What follows belongs to an exercise in optimizing a design on an open flow for small area, a short achievable clock period and few clock cycles per item; a production flow would make more cautious choices. Function was not checked in any run shown here: the RTL went through the layout flow alone.

`design.v`:
```
module cordic(
    input wire [31:0]   angle,
    input wire [1:0]    opt,
    input wire          enable,
    input wire          reset,
    input wire          clk,
    output wire signed [31:0] sin_out,
    output wire signed [31:0] cos_out,
    output wire               done
);
    localparam [17:0] K  = 18'd39797;
    localparam [17:0] NK = -18'd39797;
    function [17:0] atan_table;
        input [3:0] n;
        case (n)
            4'd0:  atan_table = 18'd51472;
            4'd1:  atan_table = 18'd30385;
            4'd2:  atan_table = 18'd16055;
            4'd3:  atan_table = 18'd8145;
            4'd4:  atan_table = 18'd4090;
            4'd5:  atan_table = 18'd2045;
            4'd6:  atan_table = 18'd1023;
            4'd7:  atan_table = 18'd512;
            4'd8:  atan_table = 18'd256;
            4'd9:  atan_table = 18'd128;
            4'd10: atan_table = 18'd64;
            4'd11: atan_table = 18'd32;
            4'd12: atan_table = 18'd16;
            4'd13: atan_table = 18'd8;
            4'd14: atan_table = 18'd4;
            default: atan_table = 18'd2;
        endcase
    endfunction
    function [17:0] addsub;
        input [17:0] a, b;
        input        m;      
        reg [18:0] s;
        begin
            s = {a, 1'b1} + {b ^ {18{m}}, m};
            addsub = s[18:1];
        end
    endfunction
    reg signed [17:0] x, y;
    reg [17:0] z;
    reg [3:0] n;
    reg       done_r;
    reg       sat_r, neg_r;      
    reg       sin_en, cos_en;    
    wire run   = enable & ~done_r;
    wire first = (n == 4'd0);
    wire run0  = run & first;
    wire runk  = run & ~first;
    wire d = sat_r ? ~neg_r : ~z[17];
    wire [17:0] ys = y >>> n;
    wire [17:0] xs = x >>> n;
    wire [17:0] x_nx = addsub(x, ys & {18{runk}}, d & runk);
    wire [17:0] y_nx = addsub(y, xs & {18{runk}}, ~d & runk)
                     | ({18{run0}} & (angle[31] ? NK : K));
    wire [17:0] z_in = run0 ? angle[17:0] : z;
    wire        z_d  = first ? ~angle[31] : d;
    wire [17:0] z_nx = addsub(z_in, atan_table(n) & {18{run}}, z_d & run);
    wire angle_sat = ~((&angle[31:17]) | ~(|angle[31:17]));
    always @(posedge clk) begin
        sat_r  <= angle_sat;
        neg_r  <= angle[31];
        sin_en <= ~opt[0];
        cos_en <= ~(opt[1] & opt[0]);
        z      <= z_nx;
    end
    always @(posedge clk or posedge reset) begin
        if (reset) begin
            x <= K;
            y <= 18'd0;
            n <= 4'd0;
            done_r <= 1'b0;
        end else begin
            x <= x_nx;
            y <= y_nx;
            n <= n + {3'd0, run};
            if (run && n == 4'd15) done_r <= 1'b1;
        end
    end
    assign done    = done_r;
    assign sin_out = {{14{y[17]}}, y} & {32{sin_en}};
    assign cos_out = {{14{x[17]}}, x} & {32{cos_en}};
endmodule
```
`run.sh`:
```
#!/bin/bash
# synth_recipe.tcl (not shown) runs the flow's synth.tcl, then flattens the netlist and writes it again
# the make line also repeats each setting of config.mk as NAME=value (left out here)
make -C /OpenROAD-flow-scripts/flow DESIGN_CONFIG=/design/flow/config.mk WORK_HOME=/design/flow/orfs CLKGATE_MAP_FILE= SYNTH_SCRIPT=/design/flow/synth_recipe.tcl finish
```
`config.mk`:
```
export PLATFORM = sky130hd
export DESIGN_NAME = cordic
export DESIGN_NICKNAME = cordic
export VERILOG_FILES = /design/flow/design.v
export SDC_FILE = /design/flow/constraint.sdc
export NUM_CORES = 4
export LEC_CHECK = 0
export CAP_MARGIN = 20
export CORE_MARGIN = 2
export CORE_UTILIZATION = 40
export SLEW_MARGIN = 20
```
`constraint.sdc`:
```
create_clock -name core_clock -period 7.0 [get_ports {clk}]
set_input_delay 1.4000 -clock core_clock [delete_from_list [all_inputs] [get_ports {clk}]]
set_output_delay 1.4000 -clock core_clock [all_outputs]
set_load 0.01 [all_outputs]
```
==> load_flow_metrics.sql, run 1 <==
INSERT INTO impl_metrics (metric_group, metric, value, unit) VALUES
('run_status', 'outcome', 'timing/DRC/antenna clean', ''),
('floorplan', 'die-height', '139.4', 'um'),
('timing', 'finalHoldViolations', '0', ''),
('route', 'via_count', '6330', ''),
('clocking', 'clock_sinks', '63', ''),
('route', 'detail_route.first_pass.iterations', '5', ''),
('layout', 'final_area', '8626', 'um2'),
('worst_setup_path', 'setup.worst_path.start_class', 'input port', ''),
('floorplan', 'die_w', '139.4', 'um'),
('timing', 'setup_violations', '0', ''),
('logic_synthesis', 'synth-simple-area-share', '17.72', '%'),
('logic_synthesis', 'synth_area', '7330', 'um2'),
('clocking', 'cts_root_buf', 'clkbuf_16', ''),
('layout', 'share_of_cells_above_drive_strength_1', '11.50', '%'),
('floorplan', 'io_pins', '102', ''),
('clocking', 'worst_skew_pair.late_latency', '0.34', 'ns'),
('logic_synthesis', 'synth.yosys.warnings', '1', ''),
('route', 'drc_errors', '0', ''),
('clocking', 'post_cts_hold_buffer_count', '0', ''),
('layout', 'antenna_cells_inserted', '0', ''),
('route', 'met3_length', '793', 'um'),
('worst_setup_path', 'cpLargestDelayFamily', 'compound AO/OA/AOI/OAI gates', ''),
('timing', 'fmax', '0.1850', 'GHz'),
('clocking', 'htree_levels', '3', ''),
('logic_synthesis', 'number_of_synthesized_flops_with_an_enable_pin', '0', ''),
('logic_synthesis', 'synth_async_sr_flop_share', '65.08', '%'),
('logic_synthesis', 'synth_xor_xnor_area_share', '12.31', '%'),
('worst_setup_path', 'arrival_time_worst_endpoint', '5.66', 'ns'),
('job', 'cap_viol_max_count', '0', ''),
('timing', 'slew-limit-headroom', '33.68', '%'),
('timing', 'post-route-period-util', '77.21', '%'),
('logic_synthesis', 'synthMuxAreaShare', '16.00', '%'),
('floorplan', 'core.rowCount', '49', ''),
('clocking', 'post_cts_resized', '0', ''),
('timing', 'worst_pin_slew', '0.9948', 'ns'),
('worst_setup_path', 'critPathMaxStageDelay', '0.95', 'ns'),
('route', 'route.detailed.vias_per_inst', '5.500', ''),
('layout', 'number_of_nets_in_the_layout', '1013', ''),
('layout', 'num-fill-cells', '1799', ''),
('worst_setup_path', 'critical_path_cell_by_cell', 'clkdlybuf4s50_1 > nand2b_1 > o32ai_4 > xor2_1 > ha_1 > a21o_1 > nand2_1 > nand2b_1 > a21oi_1 > a21boi_1 > a221oi_2 > o21ai_1 > a2111oi_2 > nor2_1 > a211oi_1', ''),
('route', 'dr_wl_met2', '8.789', 'mm'),
('layout', 'flow.area_growth_from_synthesis', '17.69', '%'),
('worst_setup_path', 'path_max_fanout', '20', ''),
('global_route', 'overflow_left_after_global_routing', '0', ''),
('route', 'route.antenna.remaining_nets', '0', ''),
('timing', 'hold_slack', '0.5517', 'ns'),
('timing', 'grt_setup_unrepaired', 'false', ''),
('global_route', 'pin_count_of_the_biggest_net_entering_global_routing', '45', ''),
('placed_design', 'place.detailed.hpwl', '14.38', 'mm'),
('clocking', 'buffers_inserted_by_post_cts_timing_repair', '0', ''),
('timing', 'slew_violations', '0', ''),
('placed_design', 'globalplace.congestion', '0.8931', ''),
('clocking', 'numCtsBuffers', '9', ''),
('route', 'wl_per_cell', '16.55', 'um'),
('logic_synthesis', 'ys_ff_latch', '63', ''),
('layout', 'seq_area', '1480', 'um2'),
('logic_synthesis', 'synth_top_family_by_area', 'simple AND/OR/NAND/NOR gates', ''),
('logic_synthesis', 'mappedNetlistNets', '962', ''),
('logic_synthesis', 'synth_compound_gate_area_share', '17.48', '%'),
('worst_setup_path', 'setup.worst_path.class', 'input port to flop', ''),
('layout', 'multi_input_area', '5424', 'um2'),
('floorplan', 'floorplan.initialDensity', '40.80', '%');
## cell type report
cell class	instances	share of cell area (%)
Clock buffer	11	2.930
Clock inverter	5	0.6382
Inverter	17	0.7398
Multi-Input combinational cell	718	62.88
Sequential cell	63	17.16
Tap cell	229	3.322
Timing Repair Buffer	108	12.33
## Yosys cell counts, drive strengths merged, types with 4 or more instances
library cell  instances  area, um2
nor2                 84      315.3
xnor2                77      674.4
nand2                75      284.0
a21oi                60      307.8
ha                   59      738.2
o21ai                50      254.0
mux2i                45      462.9
buf                  43      300.3
and2                 40      250.2
dfrtp                31      775.7
mux2                 29      326.6
xor2                 26      227.7
clkbuf               25      93.84
dfxtp                22      440.4
a21o                 19      142.6
inv                  17      63.81
mux4                 17      382.9
nand2b               12      75.07
nand3                12      60.06
o21a                 12      90.09
nor3                 11      60.06
a211oi               10      80.07
dfstp                10      262.8
and3                  9      56.30
a31oi                 6      43.79
nor4                  6      37.54
nand4                 5      31.28
o21bai                5      37.54
a2111oi               4      47.55
a41oi                 4      42.55
or4                   4      30.03
## cell usage in the layout, fill, tap and decap left out, types with 10 or more instances in the layout
| cell | n |
|---|---|
| a21o_1 | 19 |
| mux2i_1 | 43 |
| nor2_1 | 84 |
| nand2b_1 | 12 |
| dfstp_2 | 10 |
| o21a_1 | 12 |
| dfxtp_1 | 22 |
| o21ai_0 | 45 |
| xor2_1 | 26 |
| ha_1 | 59 |
| mux2_2 | 29 |
| nor3_1 | 10 |
| nand2_1 | 74 |
| inv_1 | 14 |
| dfrtp_1 | 30 |
| clkdlybuf4s50_1 | 101 |
| nand3_1 | 12 |
| mux4_2 | 17 |
| and2_1 | 40 |
| a21oi_1 | 58 |
| xnor2_1 | 77 |
## path summary, 6_finish.rpt
| path | start | end | slack, ns | depth (start not counted) |
|---|---|---|---|---|
| setup / recovery | enable | z[17] | 1.59 | 15 |
| hold / removal | done_r | done_r | 0.55 | 1 |
| setup reg to reg | n[2] | y[16] | 2.18 | 18 |
| hold reg to reg | done_r | done_r | 0.55 | 1 |
| max in group asynchronous | reset | n[0] | 4.78 | 2 |
| min in group asynchronous | reset | y[17] | 1.58 | 2 |
## layer usage
layer,GRT usage (%),up-vias
met5,0,-
met4,5.742,0
met3,3.200,22
met2,31.48,158
met1,26.99,2986
li1,-,3164
## metrics by stage
step	setup slack, ns	instances	utilization (%)
floorplan	2.149	866	-
global placement	1.329	1135	46.30
detailed placement	1.195	1135	46.30
CTS	1.548	1151	48.02
global route	1.267	1151	48.02
finish	1.595	1151	48.02
## flip-flops by register name, summed over array words and instances (netlist names)
| register | flops |
|---|---|
| x | 18 |
| done_r | 1 |
| sat_r | 1 |
| y | 18 |
| z | 18 |
| cos_en | 1 |
| neg_r | 1 |
| n | 4 |
| sin_en | 1 |
## cell families after synthesis
family,count (synthesis)
AND/OR/NAND/NOR,270
AO/OA/AOI/OAI,195
XOR/XNOR,103
multiplexers,91
buffers and inverters,85
flip-flops,63
adder cells (fa/ha/maj),59
==> inputs of run 2 (changes only) <==
--- a/design.v
+++ b/design.v
@@ -42,45 +42,43 @@
     endfunction
     reg signed [17:0] x, y;
     reg [17:0] z;
-    reg [3:0] n;
-    reg       done_r;
+    reg [4:0] n;                 
     reg       sat_r, neg_r;      
     reg       sin_en, cos_en;    
+    wire done_r = n[4];
     wire run   = enable & ~done_r;
-    wire first = (n == 4'd0);
-    wire run0  = run & first;
+    wire first = (n[3:0] == 4'd0);
+    wire last  = (n[3:0] == 4'd15);
     wire runk  = run & ~first;
     wire d = sat_r ? ~neg_r : ~z[17];
-    wire [17:0] ys = y >>> n;
-    wire [17:0] xs = x >>> n;
-    wire [17:0] x_nx = addsub(x, ys & {18{runk}}, d & runk);
-    wire [17:0] y_nx = addsub(y, xs & {18{runk}}, ~d & runk)
-                     | ({18{run0}} & (angle[31] ? NK : K));
-    wire [17:0] z_in = run0 ? angle[17:0] : z;
+    wire [17:0] ys = y >>> n[3:0];
+    wire [17:0] xs = x >>> n[3:0];
+    wire [17:0] x_nx = addsub(x, ys, d);
+    wire [17:0] y_nx = addsub(y, xs, ~d);
+    wire [17:0] z_in = first ? angle[17:0] : z;
     wire        z_d  = first ? ~angle[31] : d;
-    wire [17:0] z_nx = addsub(z_in, atan_table(n) & {18{run}}, z_d & run);
+    wire [17:0] z_nx = addsub(z_in, atan_table(n[3:0]), z_d);
     wire angle_sat = ~((&angle[31:17]) | ~(|angle[31:17]));
     always @(posedge clk) begin
         sat_r  <= angle_sat;
         neg_r  <= angle[31];
         sin_en <= ~opt[0];
         cos_en <= ~(opt[1] & opt[0]);
-        z      <= z_nx;
+        if (run) z <= z_nx;
     end
     always @(posedge clk or posedge reset) begin
         if (reset) begin
             x <= K;
             y <= 18'd0;
-            n <= 4'd0;
-            done_r <= 1'b0;
+            n <= 5'd0;
         end else begin
-            x <= x_nx;
-            y <= y_nx;
-            n <= n + {3'd0, run};
-            if (run && n == 4'd15) done_r <= 1'b1;
+            if (runk) x <= (last & ~cos_en) ? 18'd0 : x_nx;
+            if (run)  y <= first ? (angle[31] ? NK : K) :
+                           (last & ~sin_en) ? 18'd0 : y_nx;
+            if (run)  n <= n + 5'd1;
         end
     end
     assign done    = done_r;
-    assign sin_out = {{14{y[17]}}, y} & {32{sin_en}};
-    assign cos_out = {{14{x[17]}}, x} & {32{cos_en}};
+    assign sin_out = {{14{y[17]}}, y};
+    assign cos_out = {{14{x[17]}}, x};
 endmodule
--- a/config.mk
+++ b/config.mk
@@ -8,4 +8,5 @@
 export CAP_MARGIN = 20
 export CORE_MARGIN = 2
 export CORE_UTILIZATION = 40
+export SETUP_SLACK_MARGIN = 2
 export SLEW_MARGIN = 20
==> run 2 against run 1 <==
  * Clock skew increased by 0.0072 ns
  * Routed wire length increased by 9.0%
  * Largest cell class unchanged
  * Cell count grew 6.5%
  * Synthesized area is 3.8% higher
  * Still clean on timing, DRC and antenna
  * Critical path depth shrank 2
  * Critical endpoint is now z[12]
  * Non-clock buffer count rose by 17
  * Maximum frequency increased by 16%
  * Die area up 3.7%
==> load_flow_metrics.sql, run 2 <==
INSERT INTO impl_metrics (metric_group, metric, value, unit) VALUES
('layout', 'mostFrequentLayoutCells', 'nand2_1 (143), clkdlybuf4s50_1 (101), o21ai_0 (84)', ''),
('timing', 'tns', '0', 'ns'),
('layout', 'post_layout_nonfiller_instances', '1226', ''),
('floorplan', 'core_area', '18710', 'um2'),
('clocking', 'worst_skew_pair.late_latency', '0.35', 'ns'),
('clocking', 'htree_levels', '3', ''),
('logic_synthesis', 'synth_cell_type_count', '66', ''),
('worst_setup_path', 'crit_required', '7.09', 'ns'),
('logic_synthesis', 'synth_compound_gate_area_share', '20.28', '%'),
('worst_setup_path', 'setup.worst_path.class', 'input port to flop', ''),
('route', 'route.detailed.vias_per_inst', '5.536', ''),
('worst_setup_path', 'setup.worst_path.start_class', 'input port', ''),
('logic_synthesis', 'ys_ff_latch', '63', ''),
('logic_synthesis', 'synthFlopType', 'dfrtp_1', ''),
('worst_setup_path', 'cpLargestDelayFamily', 'compound AO/OA/AOI/OAI gates', ''),
('timing', 'slew_violations', '0', ''),
('placed_design', 'port-buffer-count', '101', ''),
('layout', 'number_of_nets_in_the_layout', '1084', ''),
('placed_design', 'globalplace.congestion', '0.8635', ''),
('clocking', 'post_cts_hold_buffer_count', '0', ''),
('logic_synthesis', 'synth_largest_area_cell', 'dfrtp_1', ''),
('logic_synthesis', 'gate_count_post_synth', '929', ''),
('floorplan', 'core.rowCount', '50', ''),
('worst_setup_path', 'cp-startpoint', 'angle[31]', ''),
('logic_synthesis', 'synth.area.top_cells', 'dfrtp_1 (10%), ha_1 (9.9%), xnor2_1 (8.9%)', ''),
('route', 'route.antenna.remaining_nets', '0', ''),
('logic_synthesis', 'number_of_synthesized_flops_with_an_enable_pin', '18', ''),
('logic_synthesis', 'synth_async_sr_flop_share', '65.08', '%'),
('worst_setup_path', 'arrival_time_worst_endpoint', '4.75', 'ns'),
('route', 'wl_per_cell', '16.93', 'um'),
('logic_synthesis', 'synth_sequential_area_ratio', '21.81', '%'),
('hold_path', 'timing.hold.worst.class', 'flop to flop', ''),
('logic_synthesis', 'mappedNetlistNets', '1026', ''),
('clocking', 'cts.clk_slew.worst_paths', '0.06', 'ns'),
('logic_synthesis', 'synth_xor_xnor_area_share', '11.86', '%'),
('clocking', 'numCtsBuffers', '9', ''),
('clocking', 'post_cts_resized', '0', ''),
('route', 'detail_route.first_pass.iterations', '5', ''),
('timing', 'grt_setup_unrepaired', 'false', ''),
('job', 'cap_viol_max_count', '0', ''),
('route', 'detail_route.wirelength', '20.76', 'mm'),
('route', 'via_count', '6787', ''),
('global_route', 'overflow_left_after_global_routing', '0', ''),
('timing', 'worst_clock_skew', '0.01217', 'ns'),
('run_status', 'outcome', 'timing/DRC/antenna clean', ''),
('route', 'drt-initial-drc-count', '436', ''),
('timing', 'post-route-period-util', '66.49', '%'),
('logic_synthesis', 'post_synthesis_area_per_instance', '8.190', 'um2'),
('logic_synthesis', 'synth_common_cells', 'nand2_1 (143), o21ai_0 (84), a21oi_1 (83)', ''),
('logic_synthesis', 'synth_area', '7609', 'um2'),
('timing', 'worst_pin_slew', '0.9171', 'ns'),
('worst_setup_path', 'cell_with_the_largest_stage_delay_on_the_worst_path', 'clkdlybuf4s50_1', ''),
('global_route', 'grtUsageTotal', '20.94', '%'),
('clocking', 'buffers_inserted_by_post_cts_timing_repair', '0', ''),
('clocking', 'tritoncts', 'done', ''),
('clocking', 'cts_root_buf', 'clkbuf_16', ''),
('worst_setup_path', 'critical_path_cell_by_cell', 'clkdlybuf4s50_1 > nor4b_2 > buf_4 > o21bai_4 > buf_12 > xor2_1 > ha_1 > a21o_1 > or3_1 > o21a_1 > a21boi_0 > nand2_1 > xor2_1', ''),
('placed_design', 'place_inst', '1199', ''),
('floorplan', 'io_pins', '102', ''),
('worst_setup_path', 'cp.buffers_inverters', '3', ''),
('logic_synthesis', 'synth.yosys.warnings', '1', ''),
('worst_setup_path', 'path_max_fanout', '10', ''),
('floorplan', 'floorplan.initialDensity', '40.68', '%'),
('layout', 'mostFrequentLayoutCell', 'nand2_1', ''),
('layout', 'largest_registers', 'x (18), y (18), z (18)', ''),
('layout', 'flow.area_growth_from_synthesis', '18.63', '%'),
('layout', 'num-fill-cells', '1864', ''),
('timing', 'hold_slack', '0.5150', 'ns'),
('global_route', 'wire_length_of_the_first_global_routing_pass', '33.72', 'mm'),
('route', 'drc_errors', '0', ''),
('logic_synthesis', 'area_share_of_the_largest_cell_type_after_synthesis', '10.20', '%'),
('floorplan', 'die_area', '20140', 'um2'),
('layout', 'antenna_cells_inserted', '0', ''),
('layout', 'share_of_cells_above_drive_strength_1', '9.577', '%'),
('clocking', 'clock_sinks', '63', ''),
('logic_synthesis', 'synthMuxAreaShare', '13.39', '%'),
('floorplan', 'die_w', '141.9', 'um'),
('worst_setup_path', 'category_of_the_worst_setup_path_capture_point', 'flop', ''),
('logic_synthesis', 'synth_top_family_by_area', 'compound AO/OA/AOI/OAI gates', ''),
('worst_setup_path', 'reg2reg_setup_slack', '2.46', 'ns'),
('worst_setup_path', 'timing.critical_path.mode_cell', 'xor2_1', ''),
('hold_path', 'min_from', 'x[11]', ''),
('global_route', 'grt_antenna_before_repair', '0', ''),
('global_route', 'first_global_vias', '6317', ''),
('global_route', 'pin_count_of_the_biggest_net_entering_global_routing', '54', ''),
('logic_synthesis', 'synthAdderAreaFrac', '9.867', '%'),
('logic_synthesis', 'synthMostInstantiatedCell', 'nand2_1', ''),
('timing', 'final_period_minus_worst_setup_slack', '4.655', 'ns'),
('clocking', 'clk_path_buf_depth', '2', ''),
('timing', 'fmax', '0.2148', 'GHz'),
('layout', 'utilization', '48.25', '%'),
('logic_synthesis', 'synth-simple-area-share', '16.26', '%'),
('worst_setup_path', 'critPathMaxStageDelay', '0.59', 'ns'),
('placed_design', 'place.detailed.hpwl', '15.17', 'mm'),
('floorplan', 'die-height', '141.9', 'um'),
('timing', 'finalHoldViolations', '0', ''),
('timing', 'setup_violations', '0', ''),
('timing', 'slew-limit-headroom', '38.63', '%'),
('worst_setup_path', 'crit-reg2reg-launch', 'n[1]', '');
## run 2: cell count changes after synthesis, moves of 15 or more
cell      delta
nand2_1     +69
o21ai_0     +39
nor2_1      -41
edfxtp_1    +18
a21oi_1     +25
and2_1      -39
dfxtp_1     -18
mux2_2      -15
## run 2: final cells by class
type | count | area, um2 | area share, %
Clock buffer | 10 | 239.0 | 2.648
Multi-Input combinational cell | 773 | 5475 | 60.66
Clock inverter | 6 | 83.83 | 0.9287
Timing Repair Buffer | 125 | 1216 | 13.47
Inverter | 15 | 56.30 | 0.6238
Tap cell | 234 | 292.8 | 3.244
Sequential cell | 63 | 1663 | 18.42
## run 2: layer usage
metal	track usage (%)	vias to the layer above	share of wire, %
met4	6.895	0	1.9
met1	31.34	3163	51
met5	0	-	0
met2	30.38	156	42
met3	3.577	23	5.3
li1	-	3445	-
## run 2: worst min-delay path, stage by stage, from the launching register on
cell and delay, ns:
dfstp_2 0.40, nand2_1 0.06, o21ai_1 0.05
## run 2: path summary, 6_finish.rpt
check	end	cells past startpoint
max in group asynchronous	n[2]	3
hold reg to reg	x[11]	2
setup / recovery	z[12]	13
min in group asynchronous	x[14]	3
hold / removal	x[11]	2
setup reg to reg	y[16]	16
## run 2: logic make-up after synthesis
| logic type | count (synthesis) |
|---|---|
| xor+xnor | 103 |
| mux | 80 |
| fa+ha+maj | 60 |
| compound gates | 258 |
| flops | 63 |
| buf+inv | 93 |
| simple gates | 272 |
## run 2: per-stage QoR
stage	instance area [um2]	setup WS [ns]
2_1_floorplan	7609	2.136
3_3_place_gp	8588	1.858
3_5_place_dp	8588	1.749
4_1_cts	8911	2.116
5_1_grt	9026	2.123
6_report	9026	2.345
==> inputs of run 3 (changes only) <==
--- a/config.mk
+++ b/config.mk
@@ -5,6 +5,7 @@
 export SDC_FILE = /design/flow/constraint.sdc
 export NUM_CORES = 4
 export LEC_CHECK = 0
+export ABC_AREA = 1
 export CAP_MARGIN = 20
 export CORE_MARGIN = 2
 export CORE_UTILIZATION = 40
==> run 3 against run 2 <==
  * Core utilization shrank 1.2 points
  * Synthesized cell count up 22%
  * Non-clock buffer count decreased by 18
  * Routed wire length increased by 9.2%
==> load_flow_metrics.sql, run 3 <==
INSERT INTO impl_metrics (metric_group, metric, value, unit) VALUES
('timing', 'worst_clock_skew', '0.01004', 'ns'),
('timing', 'finalHoldViolations', '0', ''),
('global_route', 'overflow_left_after_global_routing', '0', ''),
('global_route', 'wire_length_of_the_first_global_routing_pass', '36.30', 'mm'),
('global_route', 'first_global_vias', '6887', ''),
('floorplan', 'die-height', '141.0', 'um'),
('logic_synthesis', 'synth.area.top_cells', 'nand2_1 (17%), dfrtp_1 (10%), ha_1 (10%)', ''),
('floorplan', 'floorplan.initialDensity', '40.38', '%'),
('timing', 'tns', '0', 'ns'),
('logic_synthesis', 'synth_common_cells', 'nand2_1 (346), o21ai_0 (97), inv_1 (81)', ''),
('timing', 'grt_setup_unrepaired', 'false', ''),
('layout', 'flow.area_growth_from_synthesis', '16.61', '%'),
('worst_setup_path', 'crit_required', '7.10', 'ns'),
('route', 'drt-initial-drc-count', '514', ''),
('worst_setup_path', 'cell_with_the_largest_stage_delay_on_the_worst_path', 'buf_4', ''),
('worst_setup_path', 'setup.worst_path.start_class', 'flop', ''),
('clocking', 'worst_skew_pair.late_latency', '0.35', 'ns'),
('global_route', 'pin_count_of_the_biggest_net_entering_global_routing', '54', ''),
('worst_setup_path', 'setup.worst_path.class', 'flop to flop', ''),
('route', 'detail_route.wirelength', '22.67', 'mm'),
('worst_setup_path', 'path_max_fanout', '53', ''),
('route', 'drc_errors', '0', ''),
('job', 'cap_viol_max_count', '0', ''),
('global_route', 'grtUsageTotal', '22.89', '%'),
('placed_design', 'port-buffer-count', '101', ''),
('placed_design', 'globalplace.congestion', '0.8930', ''),
('run_status', 'outcome', 'timing/DRC/antenna clean', ''),
('route', 'route.detailed.vias_per_inst', '5.330', ''),
('worst_setup_path', 'cpLargestDelayFamily', 'compound AO/OA/AOI/OAI gates', ''),
('floorplan', 'core.rowCount', '50', ''),
('worst_setup_path', 'critPathMaxStageDelay', '0.43', 'ns'),
('timing', 'worst_pin_slew', '0.6266', 'ns'),
('route', 'wl_per_cell', '15.91', 'um'),
('layout', 'mostFrequentLayoutCell', 'nand2_1', ''),
('global_route', 'grt_antenna_before_repair', '0', ''),
('logic_synthesis', 'synth.yosys.warnings', '1', ''),
('logic_synthesis', 'synth_async_sr_flop_share', '65.08', '%'),
('timing', 'post-route-period-util', '65.67', '%'),
('route', 'detail_route.first_pass.iterations', '5', ''),
('logic_synthesis', 'synth_largest_area_cell', 'nand2_1', ''),
('worst_setup_path', 'arrival_time_worst_endpoint', '4.70', 'ns'),
('logic_synthesis', 'post_synthesis_area_per_instance', '6.617', 'um2'),
('timing', 'slew_violations', '0', ''),
('clocking', 'post_cts_hold_buffer_count', '0', ''),
('placed_design', 'place.detailed.hpwl', '17.45', 'mm'),
('worst_setup_path', 'category_of_the_worst_setup_path_capture_point', 'flop', ''),
('timing', 'slew-limit-headroom', '58.23', '%'),
('clocking', 'clock_sinks', '63', ''),
('floorplan', 'core_area', '18580', 'um2'),
('layout', 'number_of_nets_in_the_layout', '1283', ''),
('hold_path', 'timing.hold.worst.class', 'flop to flop', ''),
('layout', 'antenna_cells_inserted', '0', ''),
('worst_setup_path', 'reg2reg_setup_slack', '2.40', 'ns'),
('clocking', 'tritoncts', 'done', ''),
('logic_synthesis', 'number_of_synthesized_flops_with_an_enable_pin', '18', ''),
('worst_setup_path', 'critical_path_cell_by_cell', 'buf_4 > inv_2 > ha_1 > nand2_4 > inv_2 > nand2_1 > nand2_2 > xor2_1 > ha_1 > a21oi_1 > o21a_1 > o21ai_1 > a21boi_1 > o21ai_2 > a21oi_1 > o21ai_1 > xor2_1', ''),
('layout', 'final_area', '8750', 'um2'),
('floorplan', 'die_w', '141.0', 'um'),
('clocking', 'cts.clk_slew.worst_paths', '0.06', 'ns'),
('clocking', 'clk_path_buf_depth', '2', ''),
('logic_synthesis', 'gate_count_post_synth', '1134', ''),
('logic_synthesis', 'synth_area', '7503', 'um2'),
('logic_synthesis', 'ys_ff_latch', '63', ''),
('logic_synthesis', 'synth_cell_type_count', '54', ''),
('clocking', 'post_cts_resized', '0', ''),
('route', 'via_count', '7595', ''),
('layout', 'share_of_cells_above_drive_strength_1', '5.290', '%'),
('logic_synthesis', 'synth_sequential_area_ratio', '22.11', '%'),
('clocking', 'cts_root_buf', 'clkbuf_16', ''),
('timing', 'hold_slack', '0.5249', 'ns'),
('clocking', 'buffers_inserted_by_post_cts_timing_repair', '0', ''),
('logic_synthesis', 'synthFlopType', 'dfrtp_1', ''),
('placed_design', 'placed_area', '8437', 'um2'),
('timing', 'fmax', '0.2175', 'GHz'),
('logic_synthesis', 'area_share_of_the_largest_cell_type_after_synthesis', '17.31', '%'),
('floorplan', 'io_pins', '102', ''),
('clocking', 'htree_levels', '3', ''),
('logic_synthesis', 'mappedNetlistNets', '1231', ''),
('logic_synthesis', 'synthMostInstantiatedCell', 'nand2_1', ''),
('floorplan', 'die_area', '19870', 'um2'),
('timing', 'setup_violations', '0', ''),
('clocking', 'numCtsBuffers', '9', ''),
('layout', 'mostFrequentLayoutCells', 'nand2_1 (346), clkdlybuf4s50_1 (101), o21ai_0 (97)', ''),
('timing', 'final_period_minus_worst_setup_slack', '4.597', 'ns'),
('worst_setup_path', 'cp.buffers_inverters', '3', ''),
('route', 'route.antenna.remaining_nets', '0', ''),
('layout', 'largest_registers', 'x (18), y (18), z (18)', '');
## run 3: per-layer routing
metal,global-route usage (%),up-vias,wire length [um]
met5,0,-,0
met4,6.053,0,317
met3,2.514,19,980
met2,35.92,206,10020
met1,33.48,3455,11350
li1,-,3915,-
## run 3: metrics by stage
stage               std cells  utilization (%)  setup WS (ns)
global route             1425            47.09          2.007
global placement         1408            45.41          2.226
detailed placement       1408            45.41          2.113
finish                   1425            47.09          2.403
CTS                      1424            46.93          2.098
floorplan                1134                -          3.237
## run 3: cell type report
type	count	area (um2)
multi-input cells	913	5091
well taps	234	292.8
fillers	1927	9831
repair buffers	107	1076
clock buffers	12	236.5
clock inverters	4	46.29
flip-flops and latches	63	1662
inverters	92	345.3
## run 3: kinds of logic (layout without fill, tap and decap cells)
kind of cell    after synthesis  after routing  share of synthesized area (%)
xor+xnor                     71             71                          8.287
fa+ha+maj                    60             60                          10.01
simple gates                520            520                          29.25
mux                           4              4                         0.5336
buf+inv                     158            215                          10.07
compound gates              258            258                          19.74
flops                        63             63                          22.11
## run 3: final timing paths
check	from	cells after the start	to
hold / removal	x[5]	2	x[5]
setup reg to reg	n[0]	17	z[16]
min in group asynchronous	reset	2	x[16]
hold reg to reg	x[5]	2	x[5]
max in group asynchronous	reset	3	x[11]
setup / recovery	n[0]	17	z[16]
## run 3: worst reg2reg max path: cells and delay by family (launching register included)
kind                       cells  cell delay, ns
AOI/OAI and AO/OA              7            1.14
xor gates and xnor gates       2            0.43
adders and majority gates      2            0.72
buffers and inverters          3            1.00
DFF                            1            0.32
and+or+nand+nor                3            0.74
==> inputs of run 4 (changes only) <==
--- a/config.mk
+++ b/config.mk
@@ -9,5 +9,5 @@
 export CAP_MARGIN = 20
 export CORE_MARGIN = 2
 export CORE_UTILIZATION = 40
-export SETUP_SLACK_MARGIN = 2
+export SETUP_SLACK_MARGIN = 2.5
 export SLEW_MARGIN = 20
==> run 4 against run 3 <==
  * Critical endpoint is now x[12]
  * Critical path type unchanged
  * Synthesized cell count unchanged
  * Sequential cell count stayed put
  * Final area grew 0.21%
  * Worst hold slack improved by 0.0017 ns
  * Routed wire length down 0.23%
  * Register-to-register slack improved by 0.42 ns
  * Maximum frequency increased by 9.9%
  * Cell count unchanged
  * Largest cell class unchanged
==> load_flow_metrics.sql, run 4 <==
INSERT INTO impl_metrics (metric_group, metric, value, unit) VALUES
('run_status', 'outcome', 'timing/DRC/antenna clean', ''),
('clocking', 'buffers_inserted_by_post_cts_timing_repair', '0', ''),
('route', 'route.detailed.vias_per_inst', '5.314', ''),
('global_route', 'first_global_vias', '6896', ''),
('logic_synthesis', 'synth.area.top_cells', 'nand2_1 (17%), dfrtp_1 (10%), ha_1 (10%)', ''),
('logic_synthesis', 'synth_area', '7503', 'um2'),
('worst_setup_path', 'worst_r2r_path_depth', '19', ''),
('floorplan', 'die_area', '19870', 'um2'),
('route', 'met3_length', '983', 'um'),
('clocking', 'clock_sinks', '63', ''),
('placed_design', 'placed_area', '8437', 'um2'),
('floorplan', 'io_pins', '102', ''),
('job', 'cap_viol_max_count', '0', ''),
('route', 'met1_length', '11.33', 'mm'),
('hold_path', 'min_from', 'x[5]', ''),
('worst_setup_path', 'cp-startpoint', 'n[3]', ''),
('worst_setup_path', 'cp.buffers_inverters', '4', ''),
('route', 'wl_per_cell', '15.87', 'um'),
('timing', 'grt_setup_unrepaired', 'true', ''),
('placed_design', 'place.detailed.hpwl', '17.45', 'mm'),
('route', 'route.antenna.remaining_nets', '0', ''),
('logic_synthesis', 'synthFlopType', 'dfrtp_1', ''),
('worst_setup_path', 'timing.critical_path.mode_cell', 'nand2_1', ''),
('placed_design', 'port-buffer-count', '101', ''),
('placed_design', 'globalplace.congestion', '0.8930', ''),
('logic_synthesis', 'synth_top_family_by_area', 'simple AND/OR/NAND/NOR gates', ''),
('floorplan', 'core.rowCount', '50', ''),
('layout', 'mostFrequentLayoutCells', 'nand2_1 (346), clkdlybuf4s50_1 (101), o21ai_0 (97)', ''),
('worst_setup_path', 'category_of_the_worst_setup_path_capture_point', 'flop', ''),
('global_route', 'overflow_left_after_global_routing', '0', ''),
('route', 'via_count', '7572', ''),
('floorplan', 'core_area', '18580', 'um2'),
('clocking', 'tritoncts', 'done', ''),
('route', 'topRoutingLayerUsed', 'met4', ''),
('logic_synthesis', 'synth_cell_type_count', '54', ''),
('worst_setup_path', 'critical_path_cell_by_cell', 'buf_4 > inv_2 > nand2_2 > clkinv_1 > a221oi_1 > nand2_1 > xor2_1 > ha_1 > nand2_1 > o21ai_0 > a21oi_1 > inv_2 > nand2_1 > nand2_1 > a21oi_1 > o21ai_0 > a21oi_1 > o21ai_1 > nand2_1', ''),
('hold_path', 'min_path_cells', '2', ''),
('logic_synthesis', 'gate_count_post_synth', '1134', ''),
('logic_synthesis', 'synthMostInstantiatedCell', 'nand2_1', ''),
('global_route', 'grt_antenna_before_repair', '0', ''),
('layout', 'flow.area_growth_from_synthesis', '16.86', '%'),
('clocking', 'numCtsBuffers', '9', ''),
('clocking', 'clk_path_buf_depth', '2', ''),
('logic_synthesis', 'synthAdderAreaFrac', '10.01', '%'),
('layout', 'share_of_cells_above_drive_strength_1', '5.290', '%'),
('worst_setup_path', 'path_max_fanout', '32', ''),
('worst_setup_path', 'reg2reg_setup_slack', '2.82', 'ns'),
('timing', 'setup_violations', '0', ''),
('route', 'detail_route.wirelength', '22.61', 'mm'),
('timing', 'post-route-period-util', '59.74', '%'),
('global_route', 'pin_count_of_the_biggest_net_entering_global_routing', '54', ''),
('clocking', 'htree_levels', '3', ''),
('placed_design', 'place_inst', '1408', ''),
('worst_setup_path', 'cell_with_the_largest_stage_delay_on_the_worst_path', 'a221oi_1', ''),
('logic_synthesis', 'synth_async_sr_flop_share', '65.08', '%'),
('logic_synthesis', 'synth_xor_xnor_area_share', '8.287', '%'),
('worst_setup_path', 'rr_endpoint', 'x[12]', ''),
('layout', 'num-fill-cells', '1925', ''),
('layout', 'post_layout_nonfiller_instances', '1425', ''),
('floorplan', 'die_w', '141.0', 'um'),
('logic_synthesis', 'mappedNetlistNets', '1231', ''),
('global_route', 'wire_length_of_the_first_global_routing_pass', '36.34', 'mm'),
('route', 'drc_errors', '0', ''),
('worst_setup_path', 'crit-reg2reg-launch', 'n[3]', ''),
('clocking', 'cts_root_buf', 'clkbuf_16', ''),
('layout', 'largest_registers', 'x (18), y (18), z (18)', ''),
('route', 'detail_route.first_pass.iterations', '5', ''),
('logic_synthesis', 'synth_sequential_area_ratio', '22.11', '%'),
('worst_setup_path', 'arrival_time_worst_endpoint', '4.45', 'ns');
## run 4: area by class of cell
type,instances,area share [%]
Multi-Input combinational cell,913,58.12
Timing Repair Buffer,107,12.31
Clock buffer,12,2.697
Clock inverter,4,0.5280
Inverter,92,4.024
Sequential cell,63,18.98
Tap cell,234,3.339
## run 4: cell families after synthesis
family,count (synthesis)
AO/OA/AOI/OAI,258
XOR/XNOR,71
multiplexers,4
buffers and inverters,158
flip-flops,63
adder cells (fa/ha/maj),60
AND/OR/NAND/NOR,520
## run 4: timing repair
| action | 4_1_cts | 5_1_grt |
|---|---|---|
| gates resized for setup | 3 | 7 |
| gates cloned | 0 | 0 |
| endpoints found under the hold margin | 0 | 0 |
| setup endpoints to repair | 8 | 16 |
## run 4: worst reg2reg max path: stages, from the launching register on
cell	delay, ns
dfrtp_1	0.32
buf_4	0.31
inv_2	0.31
nand2_2	0.28
clkinv_1	0.30
a221oi_1	0.41
nand2_1	0.14
xor2_1	0.18
ha_1	0.39
nand2_1	0.09
o21ai_0	0.32
a21oi_1	0.11
inv_2	0.10
nand2_1	0.05
nand2_1	0.11
a21oi_1	0.12
o21ai_0	0.27
a21oi_1	0.11
o21ai_1	0.12
nand2_1	0.07
## run 4: how the worst max path moves through the flow
stage	end	depth (start not counted)
2_1_floorplan	z[16]	21
3_3_place_gp	z[16]	16
3_5_place_dp	z[16]	16
4_1_cts	z[16]	17
5_1_grt	y[10]	20
6_report	x[12]	19
## run 4: layer usage
metal / global-route usage [%] / vias up
met2: 35.97 / 197
met4: 6.053 / 0
met3: 2.514 / 17
met5: 0 / -
met1: 33.46 / 3436
li1: - / 3922
## run 4: metrics by stage
| step | hold slack [ns] | setup WS (ns) | utilization [%] |
|---|---|---|---|
| finish | 0.5266 | 2.818 | 47.19 |
| global route | 0.5353 | 2.456 | 47.19 |
| CTS | 0.5216 | 2.539 | 46.97 |
| detailed placement | 0.5116 | 2.113 | 45.41 |
| global placement | 0.5038 | 2.226 | 45.41 |
| floorplan | 0.4934 | 3.237 | - |

[re-timing with driven ports]
In the flow no input, the clock included, has a driving cell. The finished layouts below were timed again as built, in two steps.
Step 1 assumes that a clkbuf_16 drives the clock port and a buf_2 every other input.
Step 2 moves the port delays by t, midway between the first and last clock arrival at a register: inputs arrive t later, outputs are due t later. That takes back most of the time a late clock gives input paths.
Three values: ideal ports, drivers, drivers and shift; two values: the first two.
| run | t (ns) | setup slack, ns | latest minus earliest clock arrival (ns) | worst data-port slew with drivers (ns) |
|---|---|---|---|---|
| run 1 | 0.384 | 1.595 / 1.612 / 1.229 | 0.005 / 0.005 | 0.04 |
| run 2 | 0.388 | 2.345 / 2.336 / 1.948 | 0.012 / 0.012 | 0.06 |
| run 3 | 0.389 | 2.403 / 2.403 / 2.368 | 0.010 / 0.010 | 0.04 |
| run 4 | 0.388 | 2.818 / 2.818 / 2.489 | 0.010 / 0.010 | 0.04 |
After both steps setup and hold are still met in every run listed. For run 2, which loses most, drivers alone change the setup slack by -0.009 ns; drivers and shift together by -0.397 ns.
